This is an optimization exercise on Yosys and OpenROAD, whose aim is small area and a short achievable clock period, not a production implementation. At most, simulation tests tie the RTL to the original design; equivalence was not proved. For run 1, only the layout was checked, not whether the RTL still works. No activity file was given, so power comes from the tool's default toggle rates.

--- flow/run.sh ---
#!/bin/bash
# Layout flow: the standard synthesis, then the combinational logic is
# re-mapped by ABC (flip-flops untouched: same instances, names and cells),
# then the standard layout from floorplan to finish.
set -euo pipefail
W=$(pwd)
R=$W/orfs/results/sky130hd/Microprocessor/base
LIB=$FLOW_HOME/platforms/sky130hd/lib/sky130_fd_sc_hd__tt_025C_1v80.lib
EXTRA=()
[[ -f flow/make_args.txt ]] && mapfile -t EXTRA < flow/make_args.txt

bash standard.sh "${EXTRA[@]}" synth > synth_std.log 2>&1

# combinational cell models from the liberty file
python3 flow/gen_cells.py $LIB > comb_cells.v

DU=""
for c in $(sed -n '/DONT_USE_CELLS += /,/^#/p' $FLOW_HOME/platforms/sky130hd/config.mk | grep -o 'sky130_fd_sc_hd__[a-z0-9_]*'); do
  DU="$DU -dont_use $c"
done

cp $R/1_2_yosys.v $R/1_2_yosys_std.v
cat > resynth.ys <<EOY
read_verilog comb_cells.v
read_liberty -lib -ignore_redef $LIB
read_verilog $R/1_2_yosys_std.v
hierarchy -top $FLOW_TOP
flatten
hierarchy -top $FLOW_TOP
read_liberty -lib -ignore_redef $LIB
opt -purge
techmap
opt -fast
abc -script $W/flow/resyn.abc $(cat flow/abc_args.txt 2>/dev/null || true) -liberty $LIB $DU
opt_clean -purge
hilomap -singleton -hicell sky130_fd_sc_hd__conb_1 HI -locell sky130_fd_sc_hd__conb_1 LO
splitnets
opt_clean -purge
insbuf -buf sky130_fd_sc_hd__buf_4 A X
check -assert -mapped
tee -o resynth_stat.txt stat -liberty $LIB
write_verilog -noattr -noexpr -nohex -nodec $W/resynth_out.v
EOY
yosys -s resynth.ys > resynth.log 2>&1
cp $W/resynth_out.v $R/1_2_yosys.v
rm -f $R/1_synth.odb $R/1_synth.sdc

bash standard.sh "${EXTRA[@]}" finish > layout.log 2>&1
--- flow/abc_args.txt ---
--- flow/gen_cells.py ---
# Writes a Verilog model of every combinational cell of a liberty file (its
# output functions as assigns), so yosys can re-map the combinational logic.
import re, sys
t = open(sys.argv[1]).read()
def block(s, start):
    d = 1; i = start
    while d:
        c = s[i]
        if c == '{': d += 1
        elif c == '}': d -= 1
        i += 1
    return s[start:i]
def conv(f):
    f = f.replace('!', '~')
    f = re.sub(r'(\w)\s+(?=[\w(~])', r'\1&', f)
    f = re.sub(r'\)\s+(?=[\w(~])', r')&', f)
    return f.replace('*', '&').replace('+', '|')
out = []
for m in re.finditer(r'\n\s*cell\s*\(\s*"?(\w+)"?\s*\)\s*\{', t):
    body = block(t, m.end())
    if re.search(r'\b(ff|latch|statetable)\s*\(', body):
        continue
    pins = []
    for pm in re.finditer(r'\n\s*pin\s*\(\s*"?(\w+)"?\s*\)\s*\{', body):
        pb = block(body, pm.end())
        dm = re.search(r'direction\s*:\s*"?(\w+)', pb)
        fm = re.search(r'\bfunction\s*:\s*"([^"]*)"', pb)
        pins.append((pm.group(1), dm.group(1) if dm else None, fm.group(1) if fm else None))
    outs = [p for p in pins if p[1] == 'output']
    ins = [p for p in pins if p[1] == 'input']
    if not outs or any(o[2] is None for o in outs):
        continue
    decl = ', '.join(['input ' + p[0] for p in ins] + ['output ' + p[0] for p in outs])
    s = 'module %s(%s);\n' % (m.group(1), decl)
    for o in outs:
        s += '  assign %s = %s;\n' % (o[0], conv(o[2]))
    out.append(s + 'endmodule\n')
sys.stdout.write(''.join(out))
--- flow/make_args.txt ---
ADDER_MAP_FILE=
BUFFER_PORTS_ARGS=-buffer_cell sky130_fd_sc_hd__buf_1
CTS_ARGS=-sink_clustering_enable -repair_clock_nets -dont_use_dummy_load -buf_list sky130_fd_sc_hd__clkbuf_16 -sink_clustering_size 26 -sink_clustering_max_diameter 70
--- flow/resyn.abc ---
strash
&get -n
&st
&syn2
&dch
&nf -R 1000
&put
--- standard.sh ---
#!/bin/bash
# synth_recipe.tcl (not shown) runs the flow's synth.tcl, then flattens the netlist and writes it again
# the make line also repeats each setting of config.mk as NAME=value (left out here)
make -C /OpenROAD-flow-scripts/flow DESIGN_CONFIG=/design/flow/config.mk WORK_HOME=/design/flow/orfs CLKGATE_MAP_FILE= SYNTH_SCRIPT=/design/flow/synth_recipe.tcl "${@:-finish}"
--- config.mk ---
export PLATFORM = sky130hd
export DESIGN_NAME = Microprocessor
export DESIGN_NICKNAME = Microprocessor
export VERILOG_FILES = /design/flow/design.v
export SDC_FILE = /design/flow/constraint.sdc
export NUM_CORES = 4
export LEC_CHECK = 0
export CAP_MARGIN = 0
export CORE_MARGIN = 2
export CORE_UTILIZATION = 60
export SETUP_SLACK_MARGIN = 2.5
export SLEW_MARGIN = 0
--- constraint.sdc ---
create_clock -name core_clock -period 9.0 [get_ports {clk_in}]
set_input_delay 1.8000 -clock core_clock [delete_from_list [all_inputs] [get_ports {clk_in}]]
set_output_delay 1.8000 -clock core_clock [all_outputs]
set_load 0.01 [all_outputs]
--- design.v ---
module bcd_to_7(
    input  [3:0] bcd,
    output reg [6:0] seg
    );
  always @(*) begin
    case (bcd)
      4'd0:  seg = 7'b0111111;
      4'd1:  seg = 7'b0000110;
      4'd2:  seg = 7'b1011011;
      4'd3:  seg = 7'b1001111;
      4'd4:  seg = 7'b1100110;
      4'd5:  seg = 7'b1101101;
      4'd6:  seg = 7'b1111101;
      4'd7:  seg = 7'b0000111;
      4'd8:  seg = 7'b1111111;
      4'd9:  seg = 7'b1101111;
      4'd10: seg = 7'b1110111;
      4'd11: seg = 7'b1111100;
      4'd12: seg = 7'b0111001;
      4'd13: seg = 7'b1011110;
      4'd14: seg = 7'b1111001;
      default: seg = 7'b1110001;
    endcase
  end
endmodule
module Microprocessor(
    input        clk_in,
    input        clr,
    input  [7:0] instruction,
    output [7:0] counter2,
    output [6:0] seg1,
    output [6:0] seg2,
    output [6:0] seg3,
    output [6:0] seg4,
    output [6:0] seg5,
    output [6:0] seg6
    );
  wire [1:0] op = instruction[7:6];
  wire [1:0] rs = instruction[5:4];
  wire [1:0] rt = instruction[3:2];
  wire [1:0] fi = instruction[1:0];
  wire [7:0] imm = {{6{fi[1]}}, fi};
  wire op_add  = (op == 2'b00);
  wire op_load = (op == 2'b01);
  wire op_st   = (op == 2'b10);
  wire op_br   = (op == 2'b11);
  reg [7:0] pc;
  reg [7:0] r0, r1, r2, r3;
  reg [7:0] mem [0:31];
  reg [7:0] ra, rb;
  always @(*) begin
    case (rs)
      2'd0: ra = r0;
      2'd1: ra = r1;
      2'd2: ra = r2;
      default: ra = r3;
    endcase
    case (rt)
      2'd0: rb = r0;
      2'd1: rb = r1;
      2'd2: rb = r2;
      default: rb = r3;
    endcase
  end
  wire [7:0] la  = ra + imm;
  wire [7:0] sum = ra + rb;
  wire [7:0] alu = op[0] ^ op[1] ? la : sum;
  wire [2:0] lo  = {1'b0, ra[1:0]} + {1'b0, fi};
  wire       c0  = lo[2];
  wire       cp1 = c0 & ~fi[1];
  wire       cz  = ~(c0 ^ fi[1]);
  wire       cm1 = ~c0 & fi[1];
  function [9:0] qdec(input [7:0] r);
    integer j;
    begin
      qdec[0] = (r[7:2] == 6'h3f);
      for (j = 0; j <= 8; j = j + 1)
        qdec[j+1] = (r[7:2] == j);
    end
  endfunction
  wire [9:0] q0 = qdec(r0);
  wire [9:0] q1 = qdec(r1);
  wire [9:0] q2 = qdec(r2);
  wire [9:0] q3 = qdec(r3);
  reg  [9:0] q;
  always @(*) begin
    case (rs)
      2'd0: q = q0;
      2'd1: q = q1;
      2'd2: q = q2;
      default: q = q3;
    endcase
  end
  genvar gi;
  wire [7:0] p2;    
  generate
    for (gi = 0; gi < 8; gi = gi + 1) begin : g_p2
      assign p2[gi] = (cz & q[gi+1]) | (cp1 & q[gi]) | (cm1 & q[gi+2]);
    end
  endgenerate
  wire [3:0] p1;    
  generate
    for (gi = 0; gi < 4; gi = gi + 1) begin : g_p1
      assign p1[gi] = (lo[1:0] == gi);
    end
  endgenerate
  wire [31:0] sel;
  generate
    for (gi = 0; gi < 32; gi = gi + 1) begin : g_sel
      assign sel[gi] = p1[gi % 4] & p2[gi / 4];
    end
  endgenerate
  reg [7:0] ld;
  integer k;
  always @(*) begin
    ld = 8'd0;
    for (k = 0; k < 32; k = k + 1)
      ld = ld | ({8{sel[k]}} & mem[k]);
  end
  reg [7:0] disp;
  always @(*) begin
    case (op)
      2'b00: disp = sum;
      2'b01: disp = ld;
      2'b10: disp = rb;
      default: disp = 8'd0;
    endcase
  end
  wire [7:0] value = op[0] ? ld : sum;
  wire [1:0] wreg = op[0] ? rt : fi;
  always @(posedge clk_in or posedge clr) begin
    if (clr) begin
      pc <= 8'd0;
      r0 <= 8'd0;
      r1 <= 8'd0;
      r2 <= 8'd0;
      r3 <= 8'd0;
    end else begin
      pc <= pc + (op_br ? imm : 8'd0) + 8'd1;
      if (~op[1] && wreg == 2'd0) r0 <= value;
      if (~op[1] && wreg == 2'd1) r1 <= value;
      if (~op[1] && wreg == 2'd2) r2 <= value;
      if (~op[1] && wreg == 2'd3) r3 <= value;
    end
  end
  generate
    for (gi = 0; gi < 32; gi = gi + 1) begin : g_mem
      localparam [7:0] RV = (gi < 16) ? gi : (8'd0 - (gi - 16));
      always @(posedge clk_in or posedge clr) begin
        if (clr)
          mem[gi] <= RV;
        else if (op_st && sel[gi])
          mem[gi] <= rb;
      end
    end
  endgenerate
  assign counter2 = pc - 8'd1;
  bcd_to_7 u_seg1(.bcd(disp[7:4]), .seg(seg1));
  bcd_to_7 u_seg2(.bcd(disp[3:0]), .seg(seg2));
  bcd_to_7 u_seg3(.bcd(pc[7:4]),   .seg(seg3));
  bcd_to_7 u_seg4(.bcd(pc[3:0]),   .seg(seg4));
  bcd_to_7 u_seg5(.bcd(alu[7:4]),  .seg(seg5));
  bcd_to_7 u_seg6(.bcd(alu[3:0]),  .seg(seg6));
endmodule
==> notes.md, run 1 <==
- Status: complete, no violations
- GRT Util Overall: between 30% and 40%
- Crit path kind: in -> out
- Pwr dens: between 300 and 400 nW/um^2
- Fin crit period: around 7.8 ns
- Core Footprint: ~25000 um^2
- CTS tree: built
- CP endpoint kind: output port
- HPWL after DPL: between 30000 and 40000 um
- CP startpoint kind: input pin
- Total Power: 6.743 mW
- Syn nets: around 1700
- Routability cong.: between 1 and 1.5
- Vias: between 10000 and 15000
- Largest net degree at the start of global routing: between 150 and 200
- Clock sink total: between 200 and 300
- Vias in the first global route: 13255
- WHS: approximately 0.48 ns
- WL/cell: around 22 um
- H-Tree Depth: 1
- IO Pins: 60
- CP Max Fanout: 10
- Nets: 1875
- Setup TNS: 0 ns
- Commonest cells after routing, fill and taps aside: 298 x nand2_1, 221 x o21ai_0, 180 x nor2_1
- Commonest non-fill, non-tap cell in the layout: nand2_1
- Fraction of layout cells with a size suffix above 1: between 20% and 30%
- Max-cap violations: 0
- Num CTS Buffers: 19
- Max Fclk: about 0.13 GHz
- Unrepaired setup endpoints after global routing: yes
- Buffers and inverters on the worst path: 7
- Floorplan row count: between 50 and 60
- Worst Tran Pin Value: around 1.4 ns
- WP data arrival: roughly 6.0 ns
- CP cell instances: buf_8, mux4_2, xnor2_4, buf_4, buf_6, nor2_4, buf_4, buf_4, a222oi_1, a21oi_2, or4_1, a221oi_2, nand3_1, a21oi_2, o32a_4, buf_4, o22ai_1, a211oi_2, buf_2
- Post-route antenna net violation count: 0
- Worst Hold Class: reg -> reg
- Initial antenna violation count: 0
- Rel. slew slack: approximately 8.6%
- CP dominant cell by count: buf_4
- DIE AREA: 26420 um^2
- Pre-antenna DRT Iters: 7
- Routed WL: a little under 50000 um
- Final Hold Fails: 0
- Die width: approximately 160 um
- Worst-path clk slew: approximately 0.060 ns
- Final setup viols: 0
- Worst vdd ir: around 0.00023 V
- Global-route wire length before repair: between 70000 and 80000 um
- Fin crit share: 86.12%
- Synthesized instance count: around 1700
- Delay-heaviest family, CP: compound AO/OA/AOI/OAI gates
- Vias per std cell: ~6.4
- Die Y: between 150 and 200 um
- Synthesis warning total: 3
- Residual DRC count: 0
- Fin. max-slew vios: 0
- CTS max path bufs: 3
- CP max stage cell: mux4_2
- Critical Path RT: roughly 7.2 ns
- Static leakage: just over 7 nW
- Congestion Overflow GR: 0
- Layout area overhead: 19.70%
- Clk Latency, worst-skew pair: about 0.54 ns
- # fillers: around 1900
- Number of DRC markers in iteration 0: between 1500 and 2000
- Port Buf Inserts: 59
- Ant diodes: 0
- CP max stage delay: 0.61 ns
- Clock root cell: clkbuf_16
- Starting Density: between 60% and 70%
- Post-Syn Area: ~15000 um^2
- Post-Route Skew: between 0.07 and 0.08 ns
- Syn_area_per_cell: 9.003 um^2
[power by group]
part           internal [mW]  switching (mW)
Sequential              1.92           0.395
Clock                  0.376           0.437
Combinational           1.49            2.13
[sequential cells by signal, summed over array words and instances, names as in the netlist]
name	flops
r2	8
r0	8
pc	8
r1	8
r3	8
mem	256
[through the flow]
step	util [%]	cells	cell area (um^2)	worst slack, ns
CTS	70.14	2160	17510	1.394
global route	72.31	2193	18050	1.156
global placement	64.06	2070	15990	0.4515
floorplan	-	1675	15270	1.123
finish	72.31	2193	18050	1.250
detailed placement	64.06	2070	15990	0.4749
[worst reg2reg max path: stages (launching register included)]
cell and delay [ns]:
dfrtp_1 0.43, mux4_2 0.60, xnor2_4 0.27, buf_4 0.16
buf_6 0.12, nor2_4 0.10, buf_4 0.16, buf_4 0.18
a222oi_1 0.36, a21oi_2 0.16, or4_1 0.51, a221oi_2 0.22
nand3_1 0.16, a21oi_2 0.25, o21ai_0 0.31, mux2_1 0.39
[layout make-up]
type	count	area (um^2)	area share, %
repair buffers	218	1556	8.622
clock buffers	19	475.5	2.634
flip-flops and latches	296	7562	41.89
inverters	26	116.4	0.6446
multi-input cells	1304	7929	43.92
well taps	330	412.9	2.287
[worst paths after layout]
| path | from | end | slack [ns] | cells past startpoint |
|---|---|---|---|---|
| max reg2reg | r0[1] | r3[7] | 4.49 | 15 |
| min in group asynchronous | clr | r3[2] | 1.40 | 2 |
| min | mem[20][5] | mem[20][5] | 0.48 | 2 |
| max | instruction[5] | seg1[3] | 1.25 | 19 |
| max in group asynchronous | clr | mem[18][0] | 5.96 | 3 |
| min reg2reg | mem[20][5] | mem[20][5] | 0.48 | 2 |
[metal layers]
| metal | global-route usage [%] | wire length, um | share of wire [%] | vias up |
|---|---|---|---|---|
| li1 | - | - | - | 6404 |
| met1 | 50.02 | 19580 | 40 | 6766 |
| met2 | 57.99 | 22410 | 46 | 755 |
| met3 | 6.595 | 4293 | 8.8 | 182 |
| met4 | 16.61 | 2554 | 5.2 | 0 |
| met5 | 0 | 0 | 0 | - |
[what timing repair did]
action	in CTS	in global routing
cloned	1	0
hold buffers	0	0
buffers inserted	70	33
resized for setup	143	84
pin swaps	61	54
endpoints found under the setup margin	28	28
==> run 2, diff against run 1 <==
--- a/design.v
+++ b/design.v
@@ -106,15 +106,16 @@
   endgenerate
-  wire [31:0] sel;
-  generate
-    for (gi = 0; gi < 32; gi = gi + 1) begin : g_sel
-      assign sel[gi] = p1[gi % 4] & p2[gi / 4];
+  reg [7:0] grp [0:7];
+  reg [7:0] ld;
+  integer g, j;
+  always @(*) begin
+    for (g = 0; g < 8; g = g + 1) begin
+      grp[g] = 8'd0;
+      for (j = 0; j < 4; j = j + 1)
+        grp[g] = grp[g] | ({8{p1[j]}} & mem[4*g+j]);
     end
-  endgenerate
-  reg [7:0] ld;
-  integer k;
-  always @(*) begin
     ld = 8'd0;
-    for (k = 0; k < 32; k = k + 1)
-      ld = ld | ({8{sel[k]}} & mem[k]);
+    for (g = 0; g < 8; g = g + 1)
+      ld = ld | ({8{p2[g]}} & grp[g]);
   end
+  wire st_ok = op_st & (la[7:5] == 3'b000);
   reg [7:0] disp;
@@ -151,3 +152,3 @@
           mem[gi] <= RV;
-        else if (op_st && sel[gi])
+        else if (st_ok && la[4:0] == gi)
           mem[gi] <= rb;
==> notes.md, run 2 <==
- Status: complete, no violations
- Fin. max-slew vios: 0
- Vias in the first global route: between 10000 and 15000
- Fraction of layout cells with a size suffix above 1: between 20% and 30%
- Syn_area_per_cell: 8.844 um^2
- WHS: about 0.48 ns
- Crit path kind: in -> out
- Starting Density: about three fifths
- CTS tree: built
- Largest net degree at the start of global routing: 180
- Syn nets: between 1500 and 2000
- Largest Register: mem
- IO Pins: 60
- Core Footprint: approximately 25000 um^2
- Congestion Overflow GR: 0
- Number of DRC markers in iteration 0: 1935
- Max-cap violations: 0
- Crit path to: seg1[5]
- Cell Count, Final, Fillers Out: ~2300
- Placement Setup Slack: 0.5368 ns
- Finished Core Util: 74.75%
- Commonest cells after routing, fill and taps aside: 410 x nand2_1, 287 x o21ai_0, 172 x dfrtp_1
- Ant diodes: 0
- Final Hold Fails: 0
- Die Y: roughly 160 um
- Commonest non-fill, non-tap cell in the layout: nand2_1
- Setup TNS: 0 ns
- Buffers and inverters on the worst path: 7
- Layout area overhead: 23.33%
- DIE AREA: between 20000 and 30000 um^2
- Clk Latency, worst-skew pair: around 0.53 ns
- Worst Tran Pin Value: approximately 1.3 ns
- Post-Route Skew: about 0.05 ns
- WL/cell: 23.29 um
- Max reg flops: approximately 260
- HPWL after DPL: between 30000 and 40000 um
- CP cell instances: buf_8, buf_8, mux4_2, and2_4, and2_4, nand2_4, nor2_4, nand3_2, clkinv_1, nand3_1, nand2_1, a21oi_2, buf_6, buf_4, buf_6, o21ai_0, nor4_4, o21bai_4, or2_1, nand2b_1, a32oi_2, buf_2
- Synthesized instance count: ~1700
- Worst reg2reg path endpoint: r2[6]
- Clock sink total: approximately 300
- Final setup margin: 1.518 ns
- Unrepaired setup endpoints after global routing: yes
- Post-Syn Area: 15130 um^2
- R2R cell count: 13
- Delay-heaviest family, CP: simple AND/OR/NAND/NOR gates
- Global-route wire length before repair: 78180 um
- Reg2Reg Setup Slack: around 4.8 ns
- H-Tree Depth: 1
- CP max stage delay: 0.58 ns
- CP startpoint kind: input pin
- Pre-antenna DRT Iters: 6
- Critical Path Source: instruction[4]
- Initial antenna violation count: 0
- R2R Path Start: r2[1]
- CP Max Fanout: 8
- Num CTS Buffers: 18
- Cell count along the critical path: 22
- Routed WL: 52590 um
- Multi-input logic area: just over 8000 um^2
- Vias: between 10000 and 15000
- Final setup viols: 0
- Critical Path RT: between 7 and 8 ns
- WP data arrival: 5.68 ns
- Worst-path clk slew: around 0.06 ns
- CP endpoint kind: output port
- Synthesis warning total: 4
- Reg area: 7562 um^2
- GRT Util Overall: 38.19%
- Nets: 1940
- Clock root cell: clkbuf_16
- Port Buf Inserts: 59
- Pwr dens: 380.6 nW/um^2
- Worst vdd ir: ~0.00034 V
- Post-route antenna net violation count: 0
- Fin crit period: approximately 7.5 ns
- CTS max path bufs: 3
- Die width: 162.8 um
- Worst Hold Class: reg -> reg
- Vias per std cell: approximately 6.6
- Floorplan row count: 58
- Routability cong.: ~0.94
- CP max stage cell: mux4_2
- Rel. slew slack: approximately 13%
- Static leakage: 7.430 nW
- Fin crit share: between 80 and 90%
- DP Cell Count: approximately 2100
- Residual DRC count: 0
- # fillers: ~1800
- Max Fclk: 0.1337 GHz
==> run 2: changes by cell type in the layout (fill, tap and decap cells not counted), sizes merged, moves of 20 or more <==
cell    delta
o21ai     +74
nand2    +117
nor2      -63
buf       +20
o221ai    +22
a21oi     -78
==> run 2: layout make-up <==
cell class,count,area share (%)
Clock buffer,18,2.414
Multi-Input combinational cell,1356,44.57
Tap cell,330,2.213
Sequential cell,296,40.52
Inverter,19,0.4961
Timing Repair Buffer,239,9.782
==> run 2: per-stage QoR <==
| step | power, mW | area [um^2] |
|---|---|---|
| after floorplan | 4.514 | 15440 |
| after global placement | 5.205 | 16070 |
| after detailed placement | 5.261 | 16070 |
| after CTS | 6.560 | 17850 |
| after global routing | 7.458 | 18660 |
| final | 7.102 | 18660 |
==> run 2: worst min-delay path, cell delays in order (launching register included) <==
cell,delay [ns]
dfstp_2,0.37
nand2_1,0.04
o21ai_0,0.07
==> run 2: repair_timing <==
action,4_1_cts,5_1_grt
cloned,11,0
setup endpoints to repair,28,28
gates resized for setup,162,100
pin swaps,67,64
setup buffers,82,57
hold buffers,0,0
==> run 2: how the worst min path moves through the flow <==
stage                     slack, ns  cells after the start          to  startpoint
after floorplan                0.44                      2  mem[11][2]  mem[11][2]
after global placement         0.46                      2   mem[3][7]   mem[3][7]
after detailed placement       0.47                      2   mem[1][5]   mem[1][5]
after CTS                      0.48                      2  mem[18][4]  mem[18][4]
after global routing           0.50                      2  mem[23][6]  mem[23][6]
final                          0.48                      2  mem[18][4]  mem[18][4]
==> run 2: metal layers <==
metal	GRT usage, %	share of wire (%)	routed length (um)
met5	0	0	0
met4	13.76	4.8	2550
met3	7.945	11	5845
met2	58.72	45	23410
met1	53.93	40	20780
==> run 2: power breakdown <==
part	internal [mW]	switching, mW	leakage [nW]
registers	1.96	0.423	3.58
logic	1.54	2.39	3.63
clock network	0.358	0.436	0.222
total	3.85	3.25	7.43
==> run 3, diff against run 2 <==
--- a/config.mk
+++ b/config.mk
@@ -10,3 +10,4 @@
 export CORE_UTILIZATION = 60
-export SETUP_SLACK_MARGIN = 2.5
+export SETUP_SLACK_MARGIN = 3.5
 export SLEW_MARGIN = 0
+export TNS_END_PERCENT = 10
==> notes.md, run 3 <==
- Ant diodes: 0
- Post-Syn Area: about 15000 um^2
- Crit path kind: in -> out
- Unrepaired setup endpoints after global routing: yes
- Worst-path clk slew: around 0.05 ns
- Total Power: 6.675 mW
- R2R cell count: 14
- Residual DRC count: 0
- Hold path endpoint: mem[3][3]
- Synthesis warning total: 4
- CP cell instances: buf_12, mux4_2, buf_6, nor2_4, nor2_4, buf_6, buf_6, a21o_4, buf_4, a222oi_1, a21o_1, o221ai_1, or4_4, o21ai_4, buf_4, nor2_2, nor3_1, a31oi_1, buf_2
- Commonest non-fill, non-tap cell in the layout: nand2_1
- Global-route wire length before repair: 76020 um
- HPWL after DPL: 30440 um
- Final Hold Fails: 0
- Reg2Reg Setup Slack: roughly 4.8 ns
- Vias in the first global route: between 10000 and 15000
- CP max stage delay: about 0.6 ns
- Commonest cells after routing, fill and taps aside: 420 x nand2_1, 293 x o21ai_0, 172 x dfrtp_1
- R2R Path Start: r0[1]
- WP data arrival: 5.76 ns
- Post-route cell area: between 15000 and 20000 um^2
- H-Tree Depth: 1
- Nets: 1878
- Multi-input logic area: a little under 8000 um^2
- Max-cap violations: 0
- DIE AREA: ~27000 um^2
- Core Footprint: roughly 25000 um^2
- CP startpoint kind: input pin
- # fillers: roughly 2000
- WL/cell: 22.61 um
- Worst Hold Class: reg -> reg
- Placement Setup Slack: about 0.35 ns
- Largest net degree at the start of global routing: 179
- Clk Latency, worst-skew pair: between 0.5 and 0.6 ns
- Clock root cell: clkbuf_16
- Number of DRC markers in iteration 0: about 1700
- Worst reg2reg path endpoint: r2[6]
- Critical Path RT: roughly 7.2 ns
- Die Y: between 150 and 200 um
- Max reg flops: approximately 260
- Number of hold buffers added after CTS: 0
- CP max stage cell: or4_4
- Num CTS Buffers: 20
- CTS max path bufs: 3
- Worst vdd ir: around 0.00026 V
- Starting Density: 60.62%
- Placed Area: about 16000 um^2
- Fin crit period: approximately 7.6 ns
- Final setup margin: roughly 1.4 ns
- Worst Tran Pin Value: roughly 1.2 ns
- Vias: ~14000
- Reg area: between 7000 and 8000 um^2
- Syn_area_per_cell: roughly 8.8 um^2
- CP Max Fanout: 7
- Post-route antenna net violation count: 0
- Largest Register: mem
- Syn nets: 1721
- CTS tree: built
- GRT Util Overall: between 30% and 40%
- Routability cong.: between 0.9 and 1
- CP dominant cell by count: buf_6
- Status: complete, no violations
- Layout area overhead: 16.75%
- Setup TNS: 0 ns
- Worst hold start: mem[3][3]
- Pre-antenna DRT Iters: 7
- Final setup viols: 0
- Clock sink total: slightly below 300
- Die width: around 160 um
- Port Buf Inserts: 59
- IO Pins: 60
- Synthesized instance count: 1711
- Max Fclk: 0.1323 GHz
- Fraction of layout cells with a size suffix above 1: 20.85%
- Congestion Overflow GR: 0
- Static leakage: 6.946 nW
- Fin. max-slew vios: 0
- Fin crit share: 83.99%
- Finished Core Util: 70.77%
- Post-Route Skew: between 0.04 and 0.05 ns
- Routed WL: approximately 50000 um
- CP endpoint kind: output port
- Rel. slew slack: between 20% and 30%
- Vias per std cell: between 6 and 7
- Pwr dens: between 300 and 400 nW/um^2
- Min-Delay Path Depth: 2
- Initial antenna violation count: 0
- Floorplan row count: 58
-- run 3: how the worst max path moves through the flow --
stage | to | slack, ns | startpoint | depth (start not counted)
3_5_place_dp | seg2[6] | 0.35 | instruction[4] | 17
4_1_cts | seg1[6] | 1.61 | instruction[4] | 18
6_report | seg1[6] | 1.44 | instruction[4] | 19
5_1_grt | seg1[5] | 1.44 | instruction[4] | 19
3_3_place_gp | seg2[6] | 0.48 | instruction[4] | 17
2_1_floorplan | seg1[3] | 1.81 | instruction[4] | 16
-- run 3: timing repair --
| action | CTS | global route |
|---|---|---|
| gates resized for setup | 83 | 28 |
| pin swaps | 40 | 34 |
| endpoints found under the setup margin | 79 | 28 |
| cloned | 8 | 1 |
| setup buffers | 62 | 20 |
-- run 3: area by class of cell --
class	count	share of cell area, %
Multi-Input combinational cell	1355	44.52
Inverter	19	0.5099
Clock buffer	20	2.833
Sequential cell	296	42.80
Timing Repair Buffer	176	6.997
Tap cell	330	2.337
-- run 3: metal layers --
layer	track usage (%)	vias to the layer above	routed length [um]
met3	7.308	149	5216
met2	56.88	736	22210
met1	53.25	6823	20230
li1	-	6472	-
met4	13.03	0	1992
met5	0	-	0
-- run 3: per-stage QoR --
step | instances | hold WS (ns)
3_3_place_gp | 2085 | 0.4576
2_1_floorplan | 1711 | 0.4450
6_report | 2196 | 0.4807
5_1_grt | 2196 | 0.4941
4_1_cts | 2175 | 0.4817
3_5_place_dp | 2085 | 0.4664
-- run 3: report_power, final --
| group | total, mW | switching, mW | internal [mW] |
|---|---|---|---|
| clock network | 0.837 | 0.443 | 0.395 |
| logic | 3.48 | 2.19 | 1.29 |
| registers | 2.36 | 0.401 | 1.96 |
-- run 3: critical path, delay by kind of cell --
family | cells | cell delay (ns)
buf+inv | 7 | 0.94
compound gates | 6 | 1.38
mux | 1 | 0.53
simple gates | 5 | 1.08
==> run 4, diff against run 3 <==
--- a/config.mk
+++ b/config.mk
@@ -10,3 +10,3 @@
 export CORE_UTILIZATION = 60
-export SETUP_SLACK_MARGIN = 3.5
+export SETUP_SLACK_MARGIN = 2.0
 export SLEW_MARGIN = 0
==> notes.md, run 4 <==
- Setup TNS: 0 ns
- Vias per std cell: 6.430
- Vias: 13979
- Unrepaired setup endpoints after global routing: yes
- WP data arrival: roughly 5.8 ns
- Commonest cells after routing, fill and taps aside: 421 x nand2_1, 298 x o21ai_0, 172 x dfrtp_1
- Commonest non-fill, non-tap cell in the layout: nand2_1
- Vias in the first global route: between 10000 and 15000
- GRT Util Overall: around 36%
- Largest Register: mem
- DIE AREA: about 27000 um^2
- Max reg flops: approximately 260
- R2R cell count: 17
- Clock root cell: clkbuf_16
- R2R Path Start: r2[1]
- Post-Route Skew: between 0.09 and 0.1 ns
- Initial antenna violation count: 0
- CTS tree: built
- Routability cong.: roughly 0.93
- Syn nets: roughly 1700
- Fraction of layout cells with a size suffix above 1: 18.60%
- Final Hold Fails: 0
- Final setup viols: 0
- Num CTS Buffers: 19
- Status: complete, no violations
- Pwr dens: around 380 nW/um^2
- Top Usage Layer GRT: met2
- Fin. max-slew vios: 0
- HPWL after DPL: approximately 30000 um
- WL/cell: between 20 and 25 um
- IO Pins: 60
- Synthesized instance count: ~1700
- Residual DRC count: 0
- Port Buf Inserts: between 50 and 60
- CP Max Fanout: 14
- Worst hold start: mem[27][4]
- Die Y: about 160 um
- CP endpoint kind: output port
- Core Footprint: 24960 um^2
- Largest net degree at the start of global routing: between 150 and 200
- Static leakage: 6.780 nW
- Floorplan row count: 58
- Max-cap violations: 0
- Finished Core Util: about 69%
- Number of DRC markers in iteration 0: approximately 1800
- Min-Delay Path Depth: 2
- CTS max path bufs: 3
- Synthesis warning total: 4
- Post-Syn Area: ~15000 um^2
- Global-route wire length before repair: 74800 um
- Post-route antenna net violation count: 0
- # fillers: 2026
- Routed WL: 48520 um
- Ant diodes: 0
- Layout area overhead: 14.63%
- DP Cell Count: 2086
- Fin crit period: about 7.6 ns
- Worst Hold Class: reg -> reg
- Max Fclk: about 0.13 GHz
- H-Tree Depth: 1
- Rel. slew slack: approximately 20%
- Nets: roughly 1900
- Hold path endpoint: mem[27][4]
- Reg2Reg Setup Slack: 4.78 ns
- Fin crit share: 84.80%
- Global routing usage on met3: 5.933%
- Worst-path clk slew: approximately 0.060 ns
- Clk Latency, worst-skew pair: approximately 0.56 ns
- Pre-antenna DRT Iters: 6
- Met2 usage: around 55%
- Starting Density: 60.62%
- Met1 global-route usage: 54.50%
- Worst reg2reg path endpoint: r2[4]
- Syn_area_per_cell: between 8 and 9 um^2
- Congestion Overflow GR: 0
- Die width: 162.8 um
- CP startpoint kind: input pin
- Clock sink total: about 300
- Crit path kind: in -> out
- Worst Tran Pin Value: roughly 1.2 ns
- Critical Path RT: between 7 and 8 ns
- Worst vdd ir: 0.0002334 V
- Total Power: around 6.5 mW
- Cell Count, Final, Fillers Out: around 2200
run 4: layer usage:
layer  share of wire [%]  wire length, um
met2                  44            21370
met1                  43            20790
met4                 3.6             1751
met5                   0                0
met3                 9.5             4608
run 4: final cells by class:
class	count	area, um^2	share of cell area [%]
Inverter	19	83.83	0.4833
Sequential cell	296	7562	43.60
Clock buffer	19	475.5	2.741
Tap cell	330	412.9	2.380
Multi-Input combinational cell	1353	7749	44.67
Timing Repair Buffer	157	1062	6.124
run 4: worst max-delay path by stage:
stage | cells after the start | endpoint | start | slack (ns)
finish | 19 | seg1[0] | instruction[4] | 1.37
global route | 19 | seg1[0] | instruction[4] | 1.31
floorplan | 16 | seg1[3] | instruction[4] | 1.81
global placement | 23 | seg1[6] | instruction[5] | 0.76
detailed placement | 18 | seg1[6] | instruction[5] | 0.71
CTS | 24 | seg1[6] | instruction[3] | 1.49
run 4: what timing repair did:
item / CTS / global route
pin swaps: 27 / 26
buffers inserted: 31 / 31
gates cloned: 6 / 1
hold buffers: 0 / 0
endpoints found under the setup margin: 22 / 27
resized for setup: 51 / 28
run 4: worst max-delay path, cell delays in order:
cell,delay (ns)
buf_8,0.08
mux4_2,0.57
and2_4,0.19
nor2_4,0.22
buf_4,0.23
buf_4,0.17
buf_4,0.25
nand2_2,0.22
o22ai_1,0.21
nor3_1,0.08
or4_4,0.52
nor4_4,0.23
o21bai_4,0.20
buf_4,0.15
buf_6,0.10
a21oi_1,0.09
a21oi_1,0.20
a211o_1,0.13
buf_1,0.15
run 4: report_power, final:
part | internal, mW | switching, mW
clock network | 0.375 | 0.441
logic | 1.20 | 2.14
registers | 1.96 | 0.393
run 4: through the flow:
step	instance area [um^2]	hold slack, ns	worst slack (ns)
after global placement	16000	0.4569	0.7641
after global routing	17350	0.4938	1.310
after CTS	16980	0.4814	1.492
final	17350	0.4808	1.368
after detailed placement	16000	0.4661	0.7129
after floorplan	15410	0.4450	1.808
==> run 5, diff against run 4 <==
--- a/config.mk
+++ b/config.mk
@@ -10,4 +10,4 @@
 export CORE_UTILIZATION = 60
-export SETUP_SLACK_MARGIN = 2.0
+export SETUP_SLACK_MARGIN = 2.5
 export SLEW_MARGIN = 0
-export TNS_END_PERCENT = 10
+export TNS_END_PERCENT = 0
==> notes.md, run 5 <==
- Met3 wire length: 4591 um
- Setup TNS: 0 ns
- Unrepaired setup endpoints after global routing: yes
- Top layer in use: met4
- WL/cell: ~22 um
- Worst Hold Class: reg -> reg
- Commonest non-fill, non-tap cell in the layout: nand2_1
- Syn_area_per_cell: 8.844 um^2
- Final Hold Fails: 0
- DIE AREA: around 27000 um^2
- Worst vdd ir: 0.0002588 V
- Die width: 162.8 um
- Fraction of layout cells with a size suffix above 1: 20.24%
- Routed WL: 49120 um
- Routability cong.: approximately 0.97
- Starting Density: between 60% and 70%
- Max reg flops: roughly 260
- Layout area overhead: 16.35%
- Fin crit share: between 80% and 90%
- HPWL after DPL: slightly above 30000 um
- Post-Route Skew: ~0.042 ns
- Floorplan row count: 58
- Synthesized instance count: about 1700
- Metal-1 WL: approximately 20000 um
- Pre-antenna DRT Iters: 6
- WP data arrival: between 5 and 6 ns
- Synthesis warning total: 4
- Met2 WL: 21930 um
- Congestion Overflow GR: 0
- Max-cap violations: 0
- Syn nets: 1721
- Post-Syn Area: 15130 um^2
- Fin. max-slew vios: 0
- Global-route wire length before repair: roughly 77000 um
- Status: complete, no violations
- Worst-path clk slew: 0.07 ns
- Vias in the first global route: 13425
- Ant diodes: 0
- Fin crit period: 7.461 ns
- H-Tree Depth: 1
- Vias per std cell: ~6.4
- GRT Util Overall: 37.36%
- CP cell instances: buf_12, mux4_2, nor2_4, nor2_4, buf_12, buf_4, o21a_4, buf_4, a222oi_1, a21oi_1, nor4_2, nand2_1, a21oi_2, o32a_4, a21oi_1, a211o_1, buf_2
- Post-route antenna net violation count: 0
- Largest net degree at the start of global routing: between 150 and 200
- Worst Tran Pin Value: about 1.2 ns
- Die Y: 162.8 um
- Number of hold buffers added after CTS: 0
- CTS tree: built
- CP Max Fanout: 11
- WHS: 0.4803 ns
- Rel. slew slack: around a fifth
- IO Pins: 60
- Core Footprint: ~25000 um^2
- Commonest cells after routing, fill and taps aside: 420 x nand2_1, 300 x o21ai_0, 172 x dfrtp_1
- Reg2Reg Setup Slack: just under 5 ns
- Total Power: 6.539 mW
- Clock root cell: clkbuf_16
- CP endpoint kind: output port
- Port Buf Inserts: approximately 60
- Clock sink total: just under 300
- CTS max path bufs: 3
- Pwr dens: 371.4 nW/um^2
- Initial antenna violation count: 0
- Residual DRC count: 0
- Num CTS Buffers: 17
- Static leakage: between 6 and 7 nW
- Largest Register: mem
- Final setup viols: 0
- Nets: between 1500 and 2000
- Clk Latency, worst-skew pair: about 0.53 ns
- CP startpoint kind: input pin
- Critical Path RT: approximately 7 ns
- Number of DRC markers in iteration 0: 1707
- Max Fclk: 0.1340 GHz
- CP max stage delay: about 0.58 ns
- CP max stage cell: mux4_2
- Vias: 14126
- Crit path kind: in -> out
-- run 5: worst paths after layout --
kind | from | endpoint | depth (start not counted)
setup / recovery | instruction[4] | seg1[0] | 17
hold / removal | mem[27][7] | mem[27][7] | 2
setup reg to reg | r0[1] | r3[6] | 14
hold reg to reg | mem[27][7] | mem[27][7] | 2
max in group asynchronous | clr | r0[2] | 3
min in group asynchronous | clr | mem[4][1] | 2
-- run 5: power breakdown --
group	switching (mW)	internal, mW	leakage [nW]
logic	2.13	1.27	3.14
clock network	0.431	0.339	0.209
registers	0.411	1.96	3.58
-- run 5: metrics by stage --
stage / worst slack (ns) / std cells / utilization [%] / area [um^2]
5_1_grt: 1.426 / 2198 / 70.52 / 17610
2_1_floorplan: 1.808 / 1711 / - / 15400
6_report: 1.539 / 2198 / 70.52 / 17610
4_1_cts: 1.624 / 2186 / 69.67 / 17390
3_3_place_gp: 0.6853 / 2093 / 64.30 / 16050
3_5_place_dp: 0.5785 / 2093 / 64.30 / 16050
-- run 5: worst max-delay path: cells and delay by family --
kind	cells	cell delay, ns
and+or+nand+nor	4	0.79
AOI/OAI and AO/OA	7	1.73
buffers and inverters	5	0.74
muxes	1	0.58
-- run 5: layout make-up --
class	count	area [um^2]
flip-flops and latches	296	7562
multi-input cells	1355	7840
fillers	2016	7358
inverters	19	85.08
clock buffers	17	425.4
well taps	330	412.9
repair buffers	181	1280
-- run 5: layer usage --
layer	global-route usage, %	up-vias
met5	0	-
met4	15.49	0
met3	7.308	200
met2	57.80	689
met1	51.87	6769
li1	-	6468
-- run 5: repair_timing --
item                       in CTS  in global routing
hold endpoints to repair        0                  0
pin swaps                      41                 17
setup endpoints to repair      28                 28
cloned                          9                  0
resized for setup              75                 29
setup buffers                  67                 12
==> run 6, diff against run 5 <==
--- a/config.mk
+++ b/config.mk
@@ -9,5 +9,5 @@
 export CORE_MARGIN = 2
-export CORE_UTILIZATION = 60
+export CORE_UTILIZATION = 50
 export SETUP_SLACK_MARGIN = 2.5
 export SLEW_MARGIN = 0
-export TNS_END_PERCENT = 0
+export TNS_END_PERCENT = 10
==> notes.md, run 6 <==
- Vias per std cell: roughly 6.1
- Die width: between 150 and 200 um
- Nets: around 1900
- Layout area overhead: 16.38%
- Max-cap violations: 0
- R2R cell count: 12
- Status: complete, no violations
- CP max stage cell: mux4_2
- Fin. max-slew vios: 0
- CP cell instances: buf_8, mux4_2, and2_4, nor2_4, nor2_4, a21o_4, buf_12, a222oi_1, a21oi_2, or4_4, nor4_4, o21bai_4, nand2b_4, nand2b_4, o221ai_2, o21ai_1, buf_2
- Setup TNS: 0 ns
- HPWL after DPL: 31220 um
- Synthesis warning total: 4
- Congestion Overflow GR: 0
- H-Tree Depth: 1
- Clk Latency, worst-skew pair: 0.54 ns
- Clock root cell: clkbuf_16
- Worst reg2reg path endpoint: r3[6]
- Unrepaired setup endpoints after global routing: yes
- Syn_area_per_cell: 8.844 um^2
- Pwr dens: ~370 nW/um^2
- Global-route wire length before repair: ~75000 um
- Ant diodes: 0
- Crit path kind: in -> out
- Vias in the first global route: between 10000 and 15000
- Commonest non-fill, non-tap cell in the layout: nand2_1
- Min-Delay Path Depth: 2
- Synthesized instance count: ~1700
- Final Hold Fails: 0
- CP max stage delay: approximately 0.6 ns
- Critical Path Source: instruction[4]
- Cell count along the critical path: 17
- Num CTS Buffers: 22
- Critical Path RT: 7.20 ns
- Cell Count, Final, Fillers Out: ~2200
- Post-Syn Area: between 15000 and 20000 um^2
- Largest net degree at the start of global routing: about 100
- Syn nets: 1721
- Max Fclk: 0.1337 GHz
- Static leakage: about 6.9 nW
- WL/cell: ~22 um
- Fin crit period: ~7.5 ns
- Routed WL: between 40000 and 50000 um
- Routability cong.: between 0.9 and 1
- GRT Util Overall: 30.64%
- Placement Setup Slack: approximately 0.8 ns
- Number of DRC markers in iteration 0: between 1000 and 1500
- Fin crit share: between 80% and 90%
- Number of hold buffers added after CTS: 0
- IO Pins: 60
- CP startpoint kind: input pin
- Port Buf Inserts: 59
- Commonest cells after routing, fill and taps aside: 417 x nand2_1, 298 x o21ai_0, 172 x dfrtp_1
- Rel. slew slack: 14.20%
- Worst Hold Class: reg -> reg
- Buffers and inverters on the worst path: 3
- Delay-heaviest family, CP: simple AND/OR/NAND/NOR gates
- CP Max Fanout: 8
- Finished Core Util: 59.26%
- Clock sink total: about 300
- Floorplan row count: 63
- WP data arrival: ~5.7 ns
- Post-Route Skew: between 0.04 and 0.05 ns
- Largest Register: mem
- Core Footprint: approximately 30000 um^2
- Vias: between 10000 and 15000
- CTS tree: built
- CTS max path bufs: 3
- Reg2Reg Setup Slack: roughly 4.9 ns
- CP endpoint kind: output port
- Fraction of layout cells with a size suffix above 1: approximately 20%
- Worst vdd ir: approximately 0.00021 V
- DIE AREA: 31670 um^2
- Worst Tran Pin Value: between 1 and 1.5 ns
- Initial antenna violation count: 0
- Hold path endpoint: mem[13][6]
- Final setup viols: 0
- Post-route antenna net violation count: 0
- Die Y: around 180 um
- Final setup margin: ~1.5 ns
- Pre-antenna DRT Iters: 6
- R2R Path Start: r1[1]
- Starting Density: just over 50%
- # fillers: 2681
- Worst hold start: mem[13][6]
- Worst-path clk slew: 0.06 ns
- Residual DRC count: 0
- DP Cell Count: roughly 2200
- Max reg flops: roughly 260
## run 6: worst max path at each step
stage and to:
6_report seg1[3], 3_3_place_gp seg2[2], 2_1_floorplan seg1[3], 4_1_cts seg1[0]
5_1_grt seg2[6], 3_5_place_dp seg2[6]
## run 6: through the flow
stage | cell area, um^2 | power (mW) | hold slack, ns
after floorplan | 15440 | 4.515 | 0.4450
after global placement | 16150 | 5.221 | 0.4581
after detailed placement | 16150 | 5.273 | 0.4700
after CTS | 17190 | 6.353 | 0.4813
after global routing | 17610 | 7.027 | 0.4921
final | 17610 | 6.574 | 0.4799
## run 6: cell type report
cell class,instances,area [um^2],share of cell area [%]
Timing Repair Buffer,159,1106,6.281
Inverter,19,87.58,0.4973
Multi-Input combinational cell,1353,7816,44.38
Sequential cell,296,7562,42.94
Tap cell,390,488.0,2.771
Clock buffer,22,550.5,3.126
## run 6: worst min-delay path, cell delays in order, from the launching register on
cell and delay, ns:
dfrtp_1 0.34, nand2_1 0.05, o21ai_0 0.06
## run 6: what timing repair did
action,CTS,global route
cloned,5,2
pin swaps,18,25
gates resized for setup,51,52
buffers inserted,31,27
setup endpoints to repair,28,28
## run 6: metal layers
layer	up-vias	GRT usage, %	routed length (um)
met5	-	0	0
met4	0	8.402	1576
met3	89	4.135	3517
met2	534	47.64	21610
met1	6691	44.97	21690
li1	6426	-	-
## run 6: where the power goes
part / leakage, nW / switching [mW] / total, mW / internal (mW)
Clock: 0.271 / 0.451 / 0.883 / 0.432
Sequential: 3.58 / 0.399 / 2.36 / 1.96
Combinational: 3.04 / 2.08 / 3.33 / 1.25
==> run 7, diff against run 6 <==
--- a/flow/make_args.txt
+++ b/flow/make_args.txt
@@ -3 +3,2 @@
 CTS_ARGS=-sink_clustering_enable -repair_clock_nets -dont_use_dummy_load -buf_list sky130_fd_sc_hd__clkbuf_16 -sink_clustering_size 26 -sink_clustering_max_diameter 70
+RECOVER_POWER=100
--- a/config.mk
+++ b/config.mk
@@ -9,3 +9,3 @@
 export CORE_MARGIN = 2
-export CORE_UTILIZATION = 50
+export CORE_UTILIZATION = 60
 export SETUP_SLACK_MARGIN = 2.5
==> notes.md, run 7 <==
- Status: finished with violations
- Layout Check Failures: max-capacitance violations, max-slew violations
- Post-route antenna net violation count: 0
- Routed WL: about 48000 um
- Max Fclk: between 0.1 and 0.15 GHz
- Residual DRC count: 0
- Critical Path RT: just over 7 ns
- CP startpoint kind: input pin
- Reg area: roughly 7600 um^2
- Setup TNS: 0 ns
- Synthesis warning total: 4
- Commonest non-fill, non-tap cell in the layout: nand2_1
- Max reg flops: about 260
- Num CTS Buffers: 19
- Pre-antenna DRT Iters: 6
- DIE AREA: around 27000 um^2
- Starting Density: between 60% and 70%
- Finished Core Util: between 60% and 70%
- Fin crit period: 8.114 ns
- Floorplan row count: 58
- IO Pins: 60
- # fillers: between 2000 and 2500
- Unrepaired setup endpoints after global routing: yes
- Largest net degree at the start of global routing: 171
- Number of DRC markers in iteration 0: around 1600
- CP endpoint kind: output port
- Sw frac: a little under half
- Vias in the first global route: 13071
- Fin. max-slew vios: 128
- CTS tree: built
- Largest Register: mem
- Int Pwr: 3.524 mW
- Clk network pwr share: approximately an eighth
- CTS max path bufs: 3
- Layout area overhead: 13.86%
- Worst Tran Pin Value: about 5.5 ns
- WP data arrival: between 6 and 7 ns
- Seq pwr share: 36.7%
- Post-Route Skew: about 0.072 ns
- Nets: approximately 1900
- Multi-input logic area: 7674 um^2
- Pwr dens: 374.5 nW/um^2
- Static leakage: 6.741 nW
- Comb power frac: approximately half
- CP Max Fanout: 11
- CP max stage delay: roughly 0.6 ns
- Die Y: between 150 and 200 um
- Max-cap violations: 1
- Reg2Reg Setup Slack: 4.52 ns
- Worst-path clk slew: 0.06 ns
- Final setup viols: 0
- Global-route wire length before repair: ~75000 um
- Fin crit share: between 90% and 100%
- Clock root cell: clkbuf_16
- Placed Area: 16070 um^2
- Vias: roughly 14000
- Commonest cells after routing, fill and taps aside: 419 x nand2_1, 304 x o21ai_0, 172 x dfrtp_1
- Port Buf Inserts: around 60
- Die width: around 160 um
- Worst vdd ir: approximately 0.00025 V
- Post-Syn Area: roughly 15000 um^2
- CP max stage cell: mux4_2
- Fraction of layout cells with a size suffix above 1: between 15 and 20%
- Synthesized instance count: 1711
- Syn_area_per_cell: 8.844 um^2
- Post-route cell area: roughly 17000 um^2
- Vias per std cell: 6.457
- WL/cell: ~22 um
- Delay-heaviest family, CP: compound AO/OA/AOI/OAI gates
- Ant diodes: 0
- Syn nets: roughly 1700
- Final Hold Fails: 0
- Initial antenna violation count: 0
- Routability cong.: 0.9813
- Crit path kind: in -> out
- CP dominant cell by count: a21oi_1
- Congestion Overflow GR: 0
- Clock sink total: just under 300
- GRT Util Overall: ~36%
- CP cell instances: clkbuf_1, mux4_2, and2_4, nor2_1, buf_12, nor2_4, a21o_1, a222oi_1, a21oi_1, a211oi_1, o211ai_1, nor3_1, o21bai_1, clkinv_2, a21oi_4, clkbuf_4, a21oi_1, a21oi_1, clkbuf_2
- HPWL after DPL: 30660 um
- Buffers and inverters on the worst path: 5
- H-Tree Depth: 1
- Rel. slew slack: -267.4%
- Switch Pwr: 2.927 mW
- Number of hold buffers added after CTS: 0
- Worst Hold Class: reg -> reg
- Core Footprint: 24960 um^2
- Clk Latency, worst-skew pair: between 0.5 and 0.6 ns
-- run 7: final timing paths --
check / startpoint / end / cells after the start
max: instruction[4] / seg2[0] / 19
min: mem[31][4] / mem[31][4] / 2
max reg2reg: r0[1] / r3[4] / 15
min reg2reg: mem[31][4] / mem[31][4] / 2
max in group asynchronous: clr / mem[22][0] / 2
min in group asynchronous: clr / mem[10][4] / 2
-- run 7: tightest hold or removal path, delay by kind of cell, from the launching register on --
family | cells | cell delay (ns)
AOI/OAI and AO/OA | 1 | 0.06
DFF | 1 | 0.37
and+or+nand+nor | 1 | 0.04
-- run 7: stage by stage --
stage	setup WS, ns	hold slack (ns)	cells	power, mW
after global placement	0.6603	0.4610	2090	5.207
final	0.8860	0.4809	2169	6.452
after CTS	1.627	0.4828	2153	6.331
after floorplan	1.810	0.4450	1711	4.515
after detailed placement	0.6649	0.4699	2090	5.277
after global routing	0.7346	0.4978	2169	6.868
-- run 7: layout make-up --
class,instances,area share (%)
clock buffers,19,2.760
well taps,330,2.397
inverters,19,0.4503
flip-flops and latches,296,43.89
repair buffers,153,5.962
multi-input cells,1352,44.54
-- run 7: repair_timing --
action / in CTS / in global routing
buffers inserted: 38 / 16
pin swaps: 17 / 20
gates resized for setup: 58 / 21
endpoints found under the setup margin: 28 / 28
cloned: 6 / 0
-- run 7: layer usage --
layer,routed length [um],share of wire (%),GRT usage (%)
met5,0,0,0
met4,1409,2.9,10.58
met3,5083,11,8.302
met2,21850,46,56.38
met1,19640,41,51.90
-- run 7: power by group through the flow --
stage                     clock network, mW  logic (mW)  registers [mW]
after floorplan                           0        2.27            2.24
after global placement                    0        2.84            2.37
after detailed placement                  0        2.90            2.37
after CTS                             0.816        3.16            2.36
after global routing                  0.867        3.57            2.43
final                                 0.810        3.27            2.37
==> run 8, diff against run 7 <==
==> flow/make_args.txt (replaced) <==
ADDER_MAP_FILE=
BUFFER_PORTS_ARGS=-buffer_cell sky130_fd_sc_hd__buf_1
CTS_ARGS=-sink_clustering_enable -repair_clock_nets -dont_use_dummy_load -buf_list sky130_fd_sc_hd__clkbuf_16 -sink_clustering_size 26 -sink_clustering_max_diameter 70
--- a/config.mk
+++ b/config.mk
@@ -10,3 +10,3 @@
 export CORE_UTILIZATION = 60
-export SETUP_SLACK_MARGIN = 2.5
+export SETUP_SLACK_MARGIN = 3.0
 export SLEW_MARGIN = 0
==> notes.md, run 8 <==
- CTS tree: built
- Routability cong.: slightly above 0.9
- Status: complete, no violations
- Nets: ~1900
- Synthesis warning total: 4
- Worst reg2reg path endpoint: r3[4]
- H-Tree Depth: 1
- DIE AREA: 26510 um^2
- Buffers and inverters on the worst path: 4
- Die width: 162.8 um
- Max Fclk: 0.1332 GHz
- Pre-antenna DRT Iters: 9
- Reg2Reg Setup Slack: between 4 and 5 ns
- Congestion Overflow GR: 0
- Commonest cells after routing, fill and taps aside: 419 x nand2_1, 294 x o21ai_0, 172 x dfrtp_1
- Worst hold start: mem[31][6]
- Worst vdd ir: roughly 0.00022 V
- Unrepaired setup endpoints after global routing: yes
- Post-route antenna net violation count: 0
- Floorplan row count: 58
- Number of hold buffers added after CTS: 0
- Starting Density: between 60 and 70%
- Initial antenna violation count: 1
- Vias per std cell: around 6.5
- CP cell instances: buf_12, mux4_2, nor2_2, nor2_4, buf_4, a21o_4, a222oi_1, a21oi_2, a211oi_2, o21ai_1, nor4_2, nand2_1, a21oi_4, buf_6, or2_1, nand2b_1, a32oi_1, buf_2
- Largest net degree at the start of global routing: around 180
- Syn nets: around 1700
- CP endpoint kind: output port
- HPWL after DPL: between 30000 and 40000 um
- Placement Setup Slack: around 0.55 ns
- Final setup viols: 0
- Clock root cell: clkbuf_16
- Commonest non-fill, non-tap cell in the layout: nand2_1
- Worst Hold Class: reg -> reg
- Syn_area_per_cell: 8.844 um^2
- Pwr dens: ~370 nW/um^2
- Worst Tran Pin Value: roughly 1.2 ns
- R2R cell count: 15
- Fin. max-slew vios: 0
- IO Pins: 60
- Layout area overhead: 14.31%
- Critical Path RT: 7.20 ns
- Critical Path Source: instruction[4]
- Largest Register: mem
- R2R Path Start: r2[1]
- CTS max path bufs: 3
- Delay-heaviest family, CP: compound AO/OA/AOI/OAI gates
- Die Y: 162.8 um
- Fin crit share: ~83%
- Port Buf Inserts: 59
- Setup TNS: 0 ns
- Clock sink total: 296
- # fillers: slightly above 2000
- CP Max Fanout: 6
- Core Footprint: between 20000 and 25000 um^2
- Worst-path clk slew: approximately 0.090 ns
- Post-Syn Area: between 15000 and 20000 um^2
- WP data arrival: around 5.7 ns
- Post-Route Skew: about 0.083 ns
- Routed WL: between 40000 and 50000 um
- Vias: approximately 14000
- Hold path endpoint: mem[31][6]
- Min-Delay Path Depth: 2
- Rel. slew slack: roughly 19%
- Residual DRC count: 0
- WL/cell: 22.06 um
- CP max stage cell: mux4_2
- Global-route wire length before repair: 74490 um
- Crit path kind: in -> out
- CP startpoint kind: input pin
- Static leakage: 6.758 nW
- Clk Latency, worst-skew pair: approximately 0.54 ns
- Max-cap violations: 0
- Number of DRC markers in iteration 0: approximately 1800
- Final setup margin: about 1.5 ns
- Fin crit period: ~7.5 ns
- CP max stage delay: roughly 0.56 ns
- Final Hold Fails: 0
- Num CTS Buffers: 19
- Max reg flops: ~260
- WHS: roughly 0.48 ns
- Fraction of layout cells with a size suffix above 1: 18.43%
- Vias in the first global route: approximately 13000
- GRT Util Overall: about 36%
- Synthesized instance count: around 1700
## run 8: worst max-delay path by stage
| stage | endpoint | cells after the start |
|---|---|---|
| after CTS | seg1[5] | 18 |
| after floorplan | seg1[3] | 16 |
| after global placement | seg1[6] | 23 |
| after global routing | seg1[6] | 18 |
| final | seg1[5] | 18 |
| after detailed placement | seg1[6] | 23 |
## run 8: what timing repair did
| action | 4_1_cts | 5_1_grt |
|---|---|---|
| buffers inserted | 39 | 15 |
| pin swaps | 23 | 15 |
| resized for setup | 52 | 25 |
| cloned | 7 | 1 |
| setup endpoints to repair | 28 | 28 |
## run 8: through the flow
step           power [mW]  util [%]  instances  area (um^2)
2_1_floorplan       4.529         -       1711        15450
3_3_place_gp        5.205     64.35       2088        16070
3_5_place_dp        5.285     64.35       2088        16070
4_1_cts             6.302     68.43       2153        17080
5_1_grt             6.841     69.28       2169        17300
6_report            6.447     69.29       2170        17300
## run 8: routing by layer
layer / track usage (%) / vias up / wire (um)
met5: 0 / - / 0
met4: 12.11 / 0 / 1775
met3: 7.461 / 139 / 4577
met2: 54.99 / 663 / 21490
met1: 52.02 / 6785 / 20030
li1: - / 6417 / -
## run 8: area by class of cell
| class | count | area, um^2 | area share (%) |
|---|---|---|---|
| inverters | 19 | 83.83 | 0.4846 |
| flip-flops and latches | 296 | 7562 | 43.72 |
| diodes | 1 | 2.502 | 0.01447 |
| multi-input cells | 1354 | 7762 | 44.88 |
| clock buffers | 19 | 475.5 | 2.749 |
| repair buffers | 151 | 998.5 | 5.772 |
| well taps | 330 | 412.9 | 2.387 |
## run 8: where the power goes
part           switching [mW]  internal, mW
clock                   0.433         0.376
sequential              0.405          1.96
combinational            2.10          1.17
## run 8: worst min-delay path: stages (launching register included)
cell	delay, ns
dfstp_2	0.38
nand2_1	0.04
o21ai_0	0.06
==> run 9, diff against run 8 <==
--- a/config.mk
+++ b/config.mk
@@ -7,7 +7,7 @@
 export LEC_CHECK = 0
-export CAP_MARGIN = 0
+export CAP_MARGIN = 10
 export CORE_MARGIN = 2
 export CORE_UTILIZATION = 60
-export SETUP_SLACK_MARGIN = 3.0
-export SLEW_MARGIN = 0
+export SETUP_SLACK_MARGIN = 2.5
+export SLEW_MARGIN = 10
 export TNS_END_PERCENT = 10
==> notes.md, run 9 <==
- Pre-antenna DRT Iters: 8
- IO Pins: 60
- DIE AREA: 26510 um^2
- CP endpoint kind: output port
- Max-cap violations: 0
- Post-Route Skew: 0.07445 ns
- Clock sink total: between 200 and 300
- Placed Area: around 16000 um^2
- Met1 global-route usage: approximately half
- Crit path kind: in -> out
- Top Usage Layer GRT: met2
- Min-Delay Path Depth: 2
- CP startpoint kind: input pin
- Commonest non-fill, non-tap cell in the layout: nand2_1
- WHS: between 0.4 and 0.5 ns
- Routability cong.: between 0.9 and 1
- Worst Hold Class: reg -> reg
- HPWL after DPL: about 30000 um
- Final setup viols: 0
- Hold path endpoint: mem[27][4]
- Vias: 14057
- CP max stage cell: mux4_2
- Fin crit share: between 80% and 90%
- H-Tree Depth: 1
- Max Fclk: ~0.14 GHz
- Status: complete, no violations
- Pwr dens: around 370 nW/um^2
- R2R cell count: 14
- CP max stage delay: ~0.56 ns
- Floorplan row count: 58
- Post-route antenna net violation count: 0
- Global-route wire length before repair: between 70000 and 80000 um
- Final Hold Fails: 0
- Ant diodes: 0
- Met2 usage: between 50% and 60%
- Routed WL: around 48000 um
- Fin. max-slew vios: 0
- GRT Util Overall: between 30% and 40%
- Worst-path clk slew: ~0.060 ns
- Max reg flops: between 200 and 300
- Cell Count, Final, Fillers Out: approximately 2200
- Layout area overhead: 14.89%
- Finished Core Util: a little over two thirds
- Largest Register: mem
- CTS tree: built
- Vias per std cell: 6.478
- Core Footprint: 24960 um^2
- Starting Density: about 61%
- Rel. slew slack: between 10% and 20%
- Congestion Overflow GR: 0
- Post-Syn Area: roughly 15000 um^2
- Synthesis warning total: 4
- CP Max Fanout: 14
- Unrepaired setup endpoints after global routing: yes
- Largest net degree at the start of global routing: roughly 170
- Number of DRC markers in iteration 0: roughly 1700
- Syn nets: roughly 1700
- Clock root cell: clkbuf_16
- Global routing usage on met3: approximately 8.3%
- Worst reg2reg path endpoint: r3[6]
- Worst vdd ir: approximately 0.00025 V
- Post-route cell area: roughly 17000 um^2
- Synthesized instance count: ~1700
- Port Buf Inserts: 59
- CTS max path bufs: 3
- DP Cell Count: about 2100
- Clk Latency, worst-skew pair: approximately 0.55 ns
- R2R Path Start: r0[1]
- Critical Path RT: slightly above 7 ns
- Commonest cells after routing, fill and taps aside: 419 x nand2_1, 299 x o21ai_0, 172 x dfrtp_1
- Nets: between 1500 and 2000
- WL/cell: around 22 um
- WP data arrival: 5.60 ns
- Residual DRC count: 0
- Setup TNS: 0 ns
- Die Y: between 150 and 200 um
- Initial antenna violation count: 0
- Fin crit period: between 7 and 8 ns
- Die width: ~160 um
- Worst Tran Pin Value: between 1 and 1.5 ns
- Static leakage: 6.810 nW
- Worst hold start: mem[27][4]
- Fraction of layout cells with a size suffix above 1: about a fifth
- Num CTS Buffers: 19
- Reg2Reg Setup Slack: slightly below 5 ns
- Number of hold buffers added after CTS: 0
- Vias in the first global route: 13071
- CP cell instances: buf_8, mux4_2, nor2_4, nor2_4, buf_12, buf_4, o21ai_4, buf_4, o221ai_1, o22ai_1, nor4_1, nand2_1, a21boi_4, clkinv_2, and2_0, nand3b_1, o21ai_0, a21oi_1, clkbuf_2
- Syn_area_per_cell: slightly below 9 um^2
[run 9: power breakdown]
group | switching [mW] | internal, mW | total (mW)
clock | 0.437 | 0.376 | 0.813
sequential | 0.413 | 1.96 | 2.37
combinational | 2.11 | 1.23 | 3.33
total | 2.96 | 3.56 | 6.51
[run 9: worst max-delay path by stage]
stage / start / to / cells past startpoint
CTS: instruction[4] / seg2[2] / 20
global route: instruction[4] / seg2[0] / 18
detailed placement: instruction[4] / seg2[6] / 15
finish: instruction[4] / seg2[0] / 19
floorplan: instruction[4] / seg1[3] / 16
global placement: instruction[4] / seg2[6] / 16
[run 9: per-stage QoR]
stage,setup WS (ns),power (mW)
2_1_floorplan,1.810,4.515
3_3_place_gp,0.6603,5.207
3_5_place_dp,0.6649,5.277
4_1_cts,1.627,6.331
5_1_grt,1.455,6.925
6_report,1.596,6.515
[run 9: cell type report]
class	count	area, um^2
Timing Repair Buffer	154	1076
Sequential cell	296	7562
Inverter	19	83.83
Clock buffer	19	475.5
Tap cell	330	412.9
Multi-Input combinational cell	1352	7775
Fill cell	2023	7579
[run 9: critical path: cells and delay by family]
kind                   cells  cell delay [ns]
AO/OA/AOI/OAI              6             1.49
buffers and inverters      6             0.96
AND/OR/NAND/NOR            6             0.77
multiplexers               1             0.56
[run 9: layer usage]
layer,vias up,wire length [um]
met5,-,0
met4,0,1471
met3,103,4947
met2,683,21820
met1,6860,19850
li1,6411,-
[run 9: what timing repair did]
| item | CTS | global route |
|---|---|---|
| pin swaps | 17 | 20 |
| cloned | 6 | 0 |
| setup endpoints to repair | 28 | 28 |
| setup buffers | 38 | 16 |
| hold endpoints to repair | 0 | 0 |
| gates resized for setup | 58 | 21 |
==> run 10, diff against run 9 <==
--- a/config.mk
+++ b/config.mk
@@ -7,7 +7,8 @@
 export LEC_CHECK = 0
-export CAP_MARGIN = 10
+export CAP_MARGIN = 0
 export CORE_MARGIN = 2
 export CORE_UTILIZATION = 60
+export PLACE_DENSITY = 0.8
 export SETUP_SLACK_MARGIN = 2.5
-export SLEW_MARGIN = 10
+export SLEW_MARGIN = 0
 export TNS_END_PERCENT = 10
==> notes.md, run 10 <==
- Crit path kind: in -> out
- Congestion Overflow GR: 0
- Initial antenna violation count: 0
- Pre-antenna DRT Iters: 6
- CP endpoint kind: output port
- Vias per std cell: approximately 6.6
- Post-route antenna net violation count: 0
- WL/cell: 22.49 um
- Layout area overhead: 18.03%
- Final Hold Fails: 0
- Seq pwr share: 35.3%
- CP cell instances: buf_8, buf_6, mux4_2, buf_6, nor2_4, buf_6, buf_12, buf_4, o21a_4, a222oi_1, a21oi_2, a211oi_2, o21ai_1, nor4_2, nand2_1, a21oi_4, or2_1, nand2b_1, a32oi_1, buf_2
- Comb power frac: a little over half
- Clock sink total: slightly below 300
- GRT Util Overall: approximately 37%
- # fillers: ~1900
- CP dominant cell by count: buf_6
- Nets: between 1500 and 2000
- Synthesis warning total: 4
- Ant diodes: 0
- Clk network pwr share: around an eighth
- WP data arrival: 5.66 ns
- Num CTS Buffers: 19
- Port Buf Inserts: roughly 60
- Static leakage: roughly 7.0 nW
- Max reg flops: about 260
- Clk Latency, worst-skew pair: around 0.53 ns
- Residual DRC count: 0
- Routed WL: ~50000 um
- Worst Tran Pin Value: between 1 and 1.5 ns
- Die width: 162.8 um
- Setup TNS: 0 ns
- Fin. max-slew vios: 0
- Post-Route Skew: 0.05552 ns
- Switch Pwr: just over 3 mW
- Reg area: 7562 um^2
- Global-route wire length before repair: 75560 um
- Largest net degree at the start of global routing: 174
- Post-route cell area: 17860 um^2
- CTS max path bufs: 3
- Commonest cells after routing, fill and taps aside: 418 x nand2_1, 299 x o21ai_0, 172 x dfrtp_1
- Number of hold buffers added after CTS: 0
- Vias in the first global route: between 10000 and 15000
- Largest Register: mem
- Multi-input logic area: ~7900 um^2
- IO Pins: 60
- H-Tree Depth: 1
- Clock root cell: clkbuf_16
- Worst vdd ir: 0.0001987 V
- Routability cong.: about 1
- Core Footprint: 24960 um^2
- Worst-path clk slew: roughly 0.06 ns
- Synthesized instance count: 1711
- CP max stage delay: about 0.44 ns
- Fin crit period: 7.456 ns
- DIE AREA: 26510 um^2
- CTS tree: built
- Status: complete, no violations
- Number of DRC markers in iteration 0: around 2000
- Placed Area: 16030 um^2
- HPWL after DPL: around 30000 um
- Vias: 14597
- Unrepaired setup endpoints after global routing: yes
- Max-cap violations: 0
- Int Pwr: 3.637 mW
- Syn nets: 1721
- Max Fclk: ~0.13 GHz
- Sw frac: between 40% and 50%
- Post-Syn Area: 15130 um^2
- Critical Path RT: around 7 ns
- Rel. slew slack: around 15%
- Starting Density: 60.62%
- Die Y: between 150 and 200 um
- CP Max Fanout: 13
- Floorplan row count: slightly below 60
- CP max stage cell: mux4_2
- Fin crit share: slightly above 80%
- Pwr dens: about 370 nW/um^2
- CP startpoint kind: input pin
- Worst Hold Class: reg -> reg
- Syn_area_per_cell: between 8 and 9 um^2
- Fraction of layout cells with a size suffix above 1: between 20% and 30%
- Commonest non-fill, non-tap cell in the layout: nand2_1
- Final setup viols: 0
## run 10: worst max-delay path, delay by kind of cell
kind	cells	cell delay [ns]
AOI/OAI and AO/OA	7	1.75
muxes	1	0.44
buffers and inverters	7	0.94
and+or+nand+nor	5	0.72
## run 10: worst paths after layout
path	from	endpoint	slack, ns	depth (start not counted)
max in group asynchronous	clr	r2[3]	6.08	3
max	instruction[4]	seg1[5]	1.54	20
min in group asynchronous	clr	mem[6][0]	1.47	2
max reg2reg	r2[1]	r3[4]	4.85	16
min reg2reg	mem[22][7]	mem[22][7]	0.48	2
min	mem[22][7]	mem[22][7]	0.48	2
## run 10: power groups by stage
stage / clock network, mW / logic (mW) / registers, mW
2_1_floorplan: 0 / 2.27 / 2.24
5_1_grt: 0.852 / 3.78 / 2.43
3_5_place_dp: 0 / 2.88 / 2.37
6_report: 0.808 / 3.52 / 2.37
3_3_place_gp: 0 / 2.80 / 2.35
4_1_cts: 0.808 / 3.17 / 2.35
## run 10: repair_timing
action | in CTS | in global routing
pin swaps | 34 | 32
gates cloned | 9 | 1
resized for setup | 71 | 52
endpoints found under the hold margin | 0 | 0
endpoints found under the setup margin | 28 | 28
buffers inserted | 42 | 54
## run 10: per-stage QoR
stage	power (mW)	hold WS [ns]	setup WS [ns]	cells	utilization [%]
detailed placement	5.250	0.4664	0.4131	2087	64.20
global route	7.063	0.5021	1.443	2212	71.55
floorplan	4.515	0.4450	1.810	1711	-
finish	6.694	0.4794	1.544	2212	71.55
global placement	5.151	0.4578	0.4103	2087	64.20
CTS	6.325	0.4815	1.552	2157	68.89
## run 10: cell type report
cell class / instances / area share [%]
well taps: 330 / 2.312
repair buffers: 193 / 7.881
clock buffers: 19 / 2.662
inverters: 19 / 0.4904
multi-input cells: 1355 / 44.32
flip-flops and latches: 296 / 42.34
## run 10: routing by layer
metal  share of wire [%]  GRT usage, %
met1                  39         51.00
met2                  44         55.60
met3                  11         9.498
met4                 5.3         14.44
met5                   0             0

Re-timed with assumed drivers on the ports (clkbuf_16 on the clock, buf_2 on other inputs), run 10 has 1.493 ns of setup slack against 1.544 ns with ideal ports, and 1.493 ns once port delays also move by the mid clock arrival of 0.554 ns.
